Background: an optimization exercise with open tools, aiming at small area, a short achievable clock period and few clock cycles. Do not read the settings as production practice. Function was checked by simulation only, so behaviour that the tests miss may differ from the original. No activity file was given, so power comes from the tool's default toggle rates.

==> flow/design.v, too long to show whole: its modules and the start of the top module <==
// module conv_acc: 1333 lines
// module csa_fa: 4 lines
module conv_acc(
    input         clk,
    input         rst_n,
    input         in_valid,
    input  [31:0] in_data,
    output        in_ready,
    output        out_valid,
    output [19:0] out_data
);
  // ...
==> flow/flow/run.sh <==
#!/bin/bash
set -euo pipefail
export SETUP_SLACK_MARGIN=6.0
bash standard.sh > standard.log 2>&1
==> flow/standard.sh <==
#!/bin/bash
# synth_recipe.tcl (not shown) runs the flow's synth.tcl, then flattens the netlist and writes it again
# the make line also repeats each setting of config.mk as NAME=value (left out here)
make -C /OpenROAD-flow-scripts/flow DESIGN_CONFIG=/design/flow/config.mk WORK_HOME=/design/flow/orfs CLKGATE_MAP_FILE= SYNTH_SCRIPT=/design/flow/synth_recipe.tcl "${@:-finish}"
==> flow/config.mk <==
export PLATFORM = sky130hd
export DESIGN_NAME = conv_acc
export DESIGN_NICKNAME = conv_acc
export VERILOG_FILES = /design/flow/design.v
export SDC_FILE = /design/flow/constraint.sdc
export NUM_CORES = 4
export LEC_CHECK = 0
export ABC_AREA = 1
export CAP_MARGIN = 20
export CORE_MARGIN = 2
export CORE_UTILIZATION = 65
export CTS_CLUSTER_DIAMETER = 100
export CTS_CLUSTER_SIZE = 24
export PLACE_DENSITY = 0.72
export SLEW_MARGIN = 20
export SYNTH_HIERARCHICAL = 1
export SYNTH_MINIMUM_KEEP_SIZE = 0
==> flow/constraint.sdc <==
create_clock -name core_clock -period 9.0 [get_ports {clk}]
set_input_delay 1.8000 -clock core_clock [delete_from_list [all_inputs] [get_ports {clk}]]
set_output_delay 1.8000 -clock core_clock [all_outputs]
set_load 0.01 [all_outputs]
==> qor.log, run 1 <==
qor: run_status.run_status finished clean
qor: place.place_ws 4740 ps
qor: logic_synthesis.sequential_element_share_of_the_synthesized_area 0.529
qor: finish.stdcell_area 40100 µm²
qor: drt.route.detailed.wl_per_inst 31.0 µm
qor: logic_synthesis.ys_dominant_reg_cell dfxtp_1
qor: clock_tree.post_cts_hold_buffer_count 0
qor: logic_synthesis.number_of_flops_mapped_to_enable_cells_by_yosys 114
qor: place.buffer_ports.inserted 56
qor: logic_synthesis.synth_top_area_share 0.409
qor: pwr.max-vdd-ir-drop 0.236 mV
qor: finish.sh_seq_area 0.467
qor: global_route.grt_start_max_net_pins 59
qor: global_route.grt_pass1_wl 177000 µm
qor: clock_tree.tritoncts built
qor: clock_tree.cts_made_buffers 42
qor: pwr.power_density 322 nW/µm²
qor: finish.nonClockInverterCount 400
qor: floorplan.die-area 56200 µm²
qor: pwr.power.sequential.fraction 0.395
qor: drt.route.vias.total 26.4k
qor: critical_path.regToRegSetupSlack 5840 ps
qor: sta.final-max-slew-violation-count 0
qor: floorplan.floorplan.initialDensity 0.656
qor: critical_path.critical_path.top_delay_family adder cells
qor: logic_synthesis.number_of_distinct_library_cell_variants_in_the_gate_level_netlist_after_synthesis 45
qor: pwr.comb-power 5.59 mW
qor: logic_synthesis.yosys_warn_count 9
qor: logic_synthesis.yosys.area_share.adder 0.221
qor: floorplan.nWellTaps 696
qor: sta.fin_worst_hold_slack 320 ps
qor: critical_path.worst-endpoint-required 9540 ps
qor: sta.max-slew-margin-rel 0.131
qor: floorplan.die_w 237 µm
qor: sta.final.setup.worst_slack 5840 ps
qor: clock_tree.clk_root_buffer_cell clkbuf_16
qor: critical_path.instance_count_on_the_critical_path 11
qor: finish.finish.net_count 3740
qor: floorplan.ioPinCount 57
qor: critical_path.crit_slowest_cell fa_1
Testbench counts, summed over its fixed seeds: cycles 19,296.
==> run 2, diff against run 1 <==
--- a/flow/design.v
+++ b/flow/design.v
@@ -10,54 +10,53 @@
 );
 localparam W = 20;
 localparam M_W = 2'd0, M_ING = 2'd1, M_FL = 2'd2;
 reg       started;   
 reg       wph;       
 reg [1:0] phase;
 reg [4:0] col;
 reg [4:0] row;
-reg [5:0] rot;       
+reg [4:0] rot;
 reg       fl;        
 reg [4:0] fpos;
 reg       rdy;       
 reg       canr;      
 wire take = in_valid & canr;
 wire adv  = take | (fl & ~started);
-function [27:0] nxt;
+function [26:0] nxt;
     input       v;
     input       started;
     input       wph;
     input [1:0] phase;
     input [4:0] col;
     input [4:0] row;
-    input [5:0] rot;
+    input [4:0] rot;
     input       fl;
     input [4:0] fpos;
     input       canr;
     reg st_n, wph_n, fl_n;
     reg [1:0] phase_n;
-    reg [4:0] col_n, row_n, fpos_n;
-    reg [5:0] rot_n;
+    reg [4:0] col_n, row_n, rot_n, fpos_n;
     reg t, a;
     begin
         t = v & canr;
         a = t | (fl & ~started);
         st_n    = started;
         wph_n   = wph;
         phase_n = phase;
         col_n   = col;
         row_n   = row;
         rot_n   = rot;
         fl_n    = fl;
         fpos_n  = fpos;
         if (a)
-            rot_n = 6'd0;
+            rot_n = 5'd0;
         else if (started)
-            rot_n = (rot == 6'd57) ? 6'd0 : rot + 6'd1;
+            rot_n = (rot == 5'd27) ? 5'd0 : rot + 5'd1;
         if (a && fl) begin
             fpos_n = fpos + 5'd1;
             if (fpos == 5'd28) fl_n = 1'b0;
         end
         if (t) begin
             st_n    = 1'b1;
             phase_n = phase + 2'd1;
             if (wph) begin
@@ -75,66 +74,62 @@
                     wph_n  = 1'b1;
                     row_n  = 5'd0;
                     fl_n   = 1'b1;
                     fpos_n = 5'd0;
                 end
             end
         end
         nxt = {st_n, wph_n, phase_n, col_n, row_n, rot_n, fl_n, fpos_n,
-               (~st_n | (rot_n == 6'd0)) & ((phase_n == 2'd3) | (wph_n & (col_n == 5'd8))),
-               ~st_n | (rot_n == 6'd0)};
+               (~st_n | (rot_n == 5'd0)) & ((phase_n == 2'd3) | (wph_n & (col_n == 5'd8))),
+               ~st_n | (rot_n == 5'd0)};
     end
 endfunction
-wire [27:0] nx1 = nxt(1'b1, started, wph, phase, col, row, rot, fl, fpos, canr);
-wire [27:0] nx0 = nxt(1'b0, started, wph, phase, col, row, rot, fl, fpos, canr);
-wire [27:0] nx  = in_valid ? nx1 : nx0;
+wire [26:0] nx1 = nxt(1'b1, started, wph, phase, col, row, rot, fl, fpos, canr);
+wire [26:0] nx0 = nxt(1'b0, started, wph, phase, col, row, rot, fl, fpos, canr);
+wire [26:0] nx  = in_valid ? nx1 : nx0;
 always @(posedge clk or negedge rst_n) begin
     if (!rst_n) begin
-        {started, wph, phase, col, row, rot, fl, fpos, rdy, canr} <= {1'b0, 1'b1, 25'd0, 1'b1};
+        {started, wph, phase, col, row, rot, fl, fpos, rdy, canr} <= {1'b0, 1'b1, 24'd0, 1'b1};
     end else begin
         {started, wph, phase, col, row, rot, fl, fpos, rdy, canr} <= nx;
     end
 end
 assign in_ready = rdy;
 wire [7:0] byte_in = in_data[8*phase +: 8];
 reg  [7:0] ry [0:27];
 reg  [7:0] rx [0:27];
-reg  [7:0] t1, t2;
+reg  [7:0] t1;
 integer q;
 always @(posedge clk) begin
-    ry[0] <= adv ? byte_in : t2;
-    rx[0] <= ry[27];
+    ry[0] <= adv ? byte_in : ry[27];
+    rx[0] <= adv ? ry[27]  : rx[27];
     for (q = 1; q < 28; q = q + 1) begin
         ry[q] <= ry[q-1];
         rx[q] <= rx[q-1];
     end
     t1 <= rx[27];
-    t2 <= t1;
 end
-reg top1, bot1, cm2_1, ov1, wl1;
+reg v1, top1, bot1, cm2_1, ov1, wl1;
 wire pix = take & ~wph;         
 always @(posedge clk or negedge rst_n) begin
     if (!rst_n) begin
+        v1  <= 1'b0;
         ov1 <= 1'b0;
         wl1 <= 1'b0;
     end else begin
+        v1  <= adv;
         ov1 <= adv & (fl | (pix & ((col != 5'd0) ? (row >= 5'd1) : (row >= 5'd2))));
         wl1 <= pix & (row == 5'd0) & (col == 5'd20);
     end
 end
-wire [2:0] fl_now = {~fl & (row <= 5'd1), fl,
-                     fl ? (fpos == 5'd0 || fpos == 5'd28) : (col == 5'd0)};
-reg  [2:0] h1, h2;
 always @(posedge clk) begin
-    if (adv) begin
-        h1 <= fl_now;
-        h2 <= h1;
-    end
-    {top1, bot1, cm2_1} <= adv ? fl_now : (rot == 6'd56) ? h2 : h1;
+    top1  <= ~fl & (row <= 5'd1);
+    bot1  <= fl;
+    cm2_1 <= fl ? (fpos == 5'd0 || fpos == 5'd28) : (col == 5'd0);
 end
 function [11:0] dig;
     input [7:0] k;
     integer m;
     begin
         for (m = 0; m < 4; m = m + 1) begin
             dig[3*m]   = (k[2*m +: 2] == 2'd1);
             dig[3*m+1] = (k[2*m +: 2] == 2'd2);
@@ -152,35 +147,40 @@
         k7 <= dig(ry[25]);
         k6 <= dig(ry[24]);
         k5 <= dig(ry[23]);
         k4 <= dig(ry[22]);
         k8 <= dig(ry[21]);
     end
 end
 reg [9:0] p3_0, p3_1, p3_2;      
-reg [7:0] tm, bm;                
+reg [7:0] t2, b2;                
 reg en2, mr1;
-reg ov2;
+reg v2, ov2;
 always @(posedge clk) begin
     p3_0 <= top1 ? 10'd0 : {2'b0, t1} + {1'b0, t1, 1'b0};
     p3_1 <= {2'b0, rx[0]} + {1'b0, rx[0], 1'b0};
     p3_2 <= bot1 ? 10'd0 : {2'b0, ry[0]} + {1'b0, ry[0], 1'b0};
-    tm  <= top1 ? 8'd0 : t1;
-    bm  <= bot1 ? 8'd0 : ry[0];
+    t2  <= top1 ? 8'd0 : t1;
+    b2  <= bot1 ? 8'd0 : ry[0];
     en2 <= ~cm2_1;
     mr1 <= cm2_1;
 end
 always @(posedge clk or negedge rst_n) begin
-    if (!rst_n) ov2 <= 1'b0;
-    else        ov2 <= ov1;
+    if (!rst_n) begin
+        v2 <= 1'b0;
+        ov2 <= 1'b0;
+    end else begin
+        v2  <= v1;
+        ov2 <= ov1;
+    end
 end
-wire [7:0] px0 = tm;        
+wire [7:0] px0 = t2;        
 wire [7:0] px1 = rx[1];     
-wire [7:0] px2 = bm;        
+wire [7:0] px2 = b2;        
 function [39:0] pp;    
     input [11:0] k;        
     input        en;
     input [7:0]  p;
     input [9:0]  p3;
     integer m;
     begin
         for (m = 0; m < 4; m = m + 1)
@@ -198,18 +198,20 @@
 wire [39:0] pp_2_0 = pp(k6, 1'b1, px2, p3_2);
 wire [39:0] pp_2_1 = pp(k7, 1'b1, px2, p3_2);
 wire [39:0] pp_2_2 = pp(k8, en2, px2, p3_2);
 reg [3*W-1:0] r1;
 reg [4*W-1:0] r2;
 reg [4*W-1:0] o;
 wire [3*W-1:0] r1m = mr1 ? {(3*W){1'b0}} : r1;
 always @(posedge clk) begin
-    r1 <= n0;
-    r2 <= n1;
+    if (v2) begin
+        r1 <= n0;
+        r2 <= n1;
+    end
     o <= n2;
 end
 reg        ov3, ov4;
 reg [W-1:0] res;
 always @(posedge clk or negedge rst_n) begin
     if (!rst_n) begin
         ov3 <= 1'b0;
         ov4 <= 1'b0;
==> flow/flow/run.sh (replaced) <==
#!/bin/bash
set -euo pipefail
export SETUP_SLACK_MARGIN=5.8
bash standard.sh > standard.log 2>&1
--- a/flow/config.mk
+++ b/flow/config.mk
@@ -5,13 +5,13 @@
 export SDC_FILE = /design/flow/constraint.sdc
 export NUM_CORES = 4
 export LEC_CHECK = 0
 export ABC_AREA = 1
 export CAP_MARGIN = 20
 export CORE_MARGIN = 2
 export CORE_UTILIZATION = 65
 export CTS_CLUSTER_DIAMETER = 100
-export CTS_CLUSTER_SIZE = 24
+export CTS_CLUSTER_SIZE = 30
 export PLACE_DENSITY = 0.72
 export SLEW_MARGIN = 20
 export SYNTH_HIERARCHICAL = 1
 export SYNTH_MINIMUM_KEEP_SIZE = 0
==> run 2 against run 1 <==
Combinational power increased by 81%. Non-clock buffer count decreased by 35. Die area increased by 2.1%. First-iteration DRC count decreased by 2.3%. Clock power decreased by 8%. Synthesized area increased by 2.1%. Critical path type unchanged.
==> qor.log, run 2 <==
qor: drt.finalWirelength 114000 µm
qor: pwr.power_density 461 nW/µm² [+43%]
qor: finish.num_antenna_cells 0
qor: critical_path.wp_data_arrival 3650 ps
qor: critical_path.worst-endpoint-required 9380 ps [-160 ps]
qor: finish.reg.largest.list rx: 224 flops, ry: 224 flops, o: 71 flops
qor: logic_synthesis.synthesis.area_per_instance 11.7 µm²
qor: drt.drt_iter0_markers 3417
qor: drt.drt_pass1_iterations 8
qor: drt.via_per_inst 6.34
qor: logic_synthesis.number_of_distinct_library_cell_variants_in_the_gate_level_netlist_after_synthesis 51 [+13%]
qor: critical_path.crit_slowest_cell inv_1
qor: place.gp_congestion 1.02
qor: floorplan.die_w 240 µm [+1.0%]
qor: logic_synthesis.synth.top_cells.by_area dfxtp_1 33%, edfxtp_1 19%, fa_1 19%, o221ai_1 6.1%, nand2_1 5.3%
qor: floorplan.die-area 57400 µm² [+2.1%]
qor: clock_tree.clkLatencyLatePin 630 ps
qor: sta.post-route-min-period 3270 ps
qor: global_route.grt_pass1_vias 25.6k
qor: finish.final_layout_size_suffix_gt1_frac 0.0941
qor: drt.route.vias.total 25.2k [-4.3%]
qor: critical_path.cp-start-kind flip-flop
qor: sta.setup_tns 0 ps
qor: finish.commonest_non_fill_non_tap_cell_in_the_layout dfxtp_1
qor: floorplan.floorplan.die.height 240 µm
qor: sta.max_freq 0.306 GHz
qor: sta.number_of_setup_violations_in_the_final_report 0
qor: worst_hold_path.min_path_type reg2reg
qor: logic_synthesis.number_of_flops_mapped_to_enable_cells_by_yosys 225 [+97%]
qor: global_route.grt_pass1_wl 163000 µm [-7.8%]
qor: critical_path.path_cells buf_4, inv_1, a21oi_1, ha_1, fa_2, fa_1, fa_1
qor: clock_tree.cts_max_level 2
qor: logic_synthesis.synthesis.area 36100 µm²
qor: critical_path.critical_path_class reg2reg
qor: logic_synthesis.synth.most_common_cell dfxtp_1
qor: critical_path.critPathMaxFanout 13
qor: floorplan.floorplan.initialDensity 0.656 [about the same]
qor: sta.tightestPinTransition 1030 ps
qor: logic_synthesis.synth_seq_cells 855
qor: logic_synthesis.synth_top_cells_by_count 596 x dfxtp_1, 513 x nand2_1, 350 x inv_1, 334 x fa_1, 252 x o221ai_1
qor: floorplan.ioPinCount 57 [unchanged]
qor: logic_synthesis.asyncSetResetFlopFracSynth 0.0398
qor: logic_synthesis.synthesized_instance_count 3081
qor: finish.final.fill_count 3499
qor: sta.grt_setup_unrepaired true
qor: place.place.detailed.hpwl 80100 µm
qor: logic_synthesis.synth_top_area_share 0.331 [-0.0777]
qor: pwr.power.leakage 17.2 nW
qor: logic_synthesis.yosys.area.top_type dfxtp_1
qor: global_route.grt_start_max_net_pins 69 [+17%]
qor: pwr.max-vdd-ir-drop 0.382 mV [+62%]
qor: sta.finalClockSkew 28.7 ps
qor: run_status.run_status finished clean
qor: drt.drc_errors 0
qor: critical_path.critical_path.most_common_cell fa_1
qor: clock_tree.cts_num_sinks 855
qor: critical_path.crit_path_end_kind flip-flop
qor: global_route.grt_remaining_overflow 0
qor: global_route.global_route.peak_usage_layer met2
qor: run.drv.max_cap_violation_count 0
qor: global_route.grtUsageMet2 0.633
qor: sta.final_hold_violation_count 0
qor: finish.finish.net_count 3663 [-2.1%]
qor: logic_synthesis.sequential_element_share_of_the_synthesized_area 0.542 [+0.0129]
qor: critical_path.worst-path-buf-inv 2
qor: floorplan.core 55000 µm²
qor: sta.final-max-slew-violation-count 0 [unchanged]
qor: critical_path.critical_path.top_delay_family adder cells
qor: pwr.finalPower 18.4 mW
qor: sta.timing.final.crit_share 0.363
qor: critical_path.cpPeakStageDelay 560 ps
qor: global_route.gr-usage-met3 0.104
qor: drt.route.detailed.wl_per_inst 28.5 µm [-7.9%]
qor: place.buffer_ports.inserted 56 [unchanged]
qor: logic_synthesis.yosys_warn_count 9 [unchanged]
qor: clock_tree.clock_tree.buffer_depth 3
qor: clock_tree.cts.reportedPaths.clkPinSlew 120 ps
qor: sta.max-slew-margin-rel 0.316 [+0.185]
qor: clock_tree.cts_made_buffers 36 [-14%]
qor: finish.area_growth_syn_to_layout 10.9%
qor: finish.final_core_util 0.727
qor: global_route.grt_util_all_layers 0.399
qor: clock_tree.clk_root_buffer_cell clkbuf_16
qor: clock_tree.tritoncts built
qor: finish.layout_common_cells 584 x dfxtp_1, 503 x nand2_1, 326 x fa_1, 313 x inv_1, 226 x o221ai_1
qor: logic_synthesis.ys_dominant_reg_cell dfxtp_1
qor: drt.drtAntennaViolNets 0
qor: floorplan.core.rowCount 86
qor: global_route.grt_antenna_before_repair 7
qor: global_route.grt_use_met1 0.480
==> run 2: changes by cell type after synthesis, sizes merged, moves of 4 or more <==
cell    before  now
dfxtp      721  596
edfxtp     114  225
inv        369  357
nand2      528  515
nand3       44   37
nor2       235  231
==> run 2: worst paths after layout <==
check | from | endpoint | slack (ps) | cells past startpoint
min reg2reg | ry[4][1] | ry[5][1] | 330 | 0
min in group asynchronous | rst_n | col[2] | 1580 | 2
max in group asynchronous | rst_n | v2 | 7060 | 2
min | ry[4][1] | ry[5][1] | 330 | 0
max reg2reg | p3_0[0] | r1[27] | 5730 | 7
max | p3_0[0] | r1[27] | 5730 | 7
==> run 2: metal layers <==
| metal | vias up | wire (µm) |
|---|---|---|
| li1 | 10500 | - |
| met1 | 12200 | 38300 |
| met2 | 1972 | 51800 |
| met3 | 582 | 13400 |
| met4 | 10 | 10000 |
| met5 | - | 59 |
==> run 2: through the flow <==
stage	instances	hold WS [ps]	setup slack, ps	area [µm²]
floorplan	3092	310	5860	36100
CTS	3937	331	5780	39300
finish	3980	333	5730	40000
global placement	3819	310	5190	37400
detailed placement	3819	312	5090	37400
global route	3980	334	5700	40000
==> run 2: power breakdown <==
group	switching (mW)	leakage, nW	total, mW	internal (mW)
combinational	6.12	9.21	10.1	4.01
sequential	0.705	7.45	6.27	5.56
clock	1.24	0.541	2.04	0.805
total	8.06	17.2	18.4	10.4
==> run 2: modules after synthesis (local to each module, per instance) <==
module    flip-flops and latches  times used
csa_fa                         0         330
conv_acc                     855           1
==> run 2: cell type report <==
type | count | area (µm²) | area share
Clock buffer | 56 | 976 | 0.0244
Clock inverter | 9 | 164 | 0.00410
Inverter | 385 | 1590 | 0.0397
Multi-Input combinational cell | 1747 | 15000 | 0.375
Sequential cell | 855 | 19600 | 0.490
Tap cell | 748 | 936 | 0.0234
Timing Repair Buffer | 177 | 1730 | 0.0432
Timing Repair inverter | 3 | 20.0 | 0.000501
==> run 2: kinds of logic after synthesis <==
| group | after synthesis | share of synthesized area |
|---|---|---|
| flops | 855 | 0.542 |
| simple gates | 812 | 0.0896 |
| buf+inv | 491 | 0.0519 |
| compound gates | 476 | 0.0947 |
| fa+ha+maj | 423 | 0.216 |
| xor+xnor | 22 | 0.00534 |
| other cells | 1 | 0.000104 |
| mux | 1 | 0.000278 |
==> run 2: repair_timing <==
item | in CTS | in global routing
pin swaps | 6 | 23
gates resized for setup | 120 | 70
endpoints found under the setup margin | 113 | 54
gates cloned | 3 | 2
buffers inserted | 50 | 41
hold endpoints to repair | 0 | 0
hold buffers | 0 | 0
Testbench counts of run 2, summed over its fixed seeds: cycles 19,296.

## static timing again, ports no longer ideal
How much do the figures lean on ideal ports? The routed layouts below were timed once more, with nothing changed but the port constraints. Step 1, drivers: a clkbuf_16 drives clk and a buf_2 each remaining input, both assumed. Step 2, shift: input delay + t, output delay - t, t = (earliest + latest rising clock arrival at the registers) / 2. This alone moves slack from input paths to output paths. Slacks: ideal / step 1 / step 2; pairs: ideal / step 1.
| run | shift t [ns] | setup slack, ns | latest minus earliest clock arrival (ns) | worst slew at a driven data input, ns |
|---|---|---|---|---|
| run 1 | 0.697 | 5.836 / 5.836 / 5.691 | 0.036 / 0.035 | 0.04 |
| run 2 | 0.681 | 5.730 / 5.730 / 5.638 | 0.029 / 0.029 | 0.04 |
After both steps setup and hold are still met in every run listed. For run 1, which loses most, drivers alone change the setup slack by 0.000 ns; drivers and shift together by -0.145 ns.
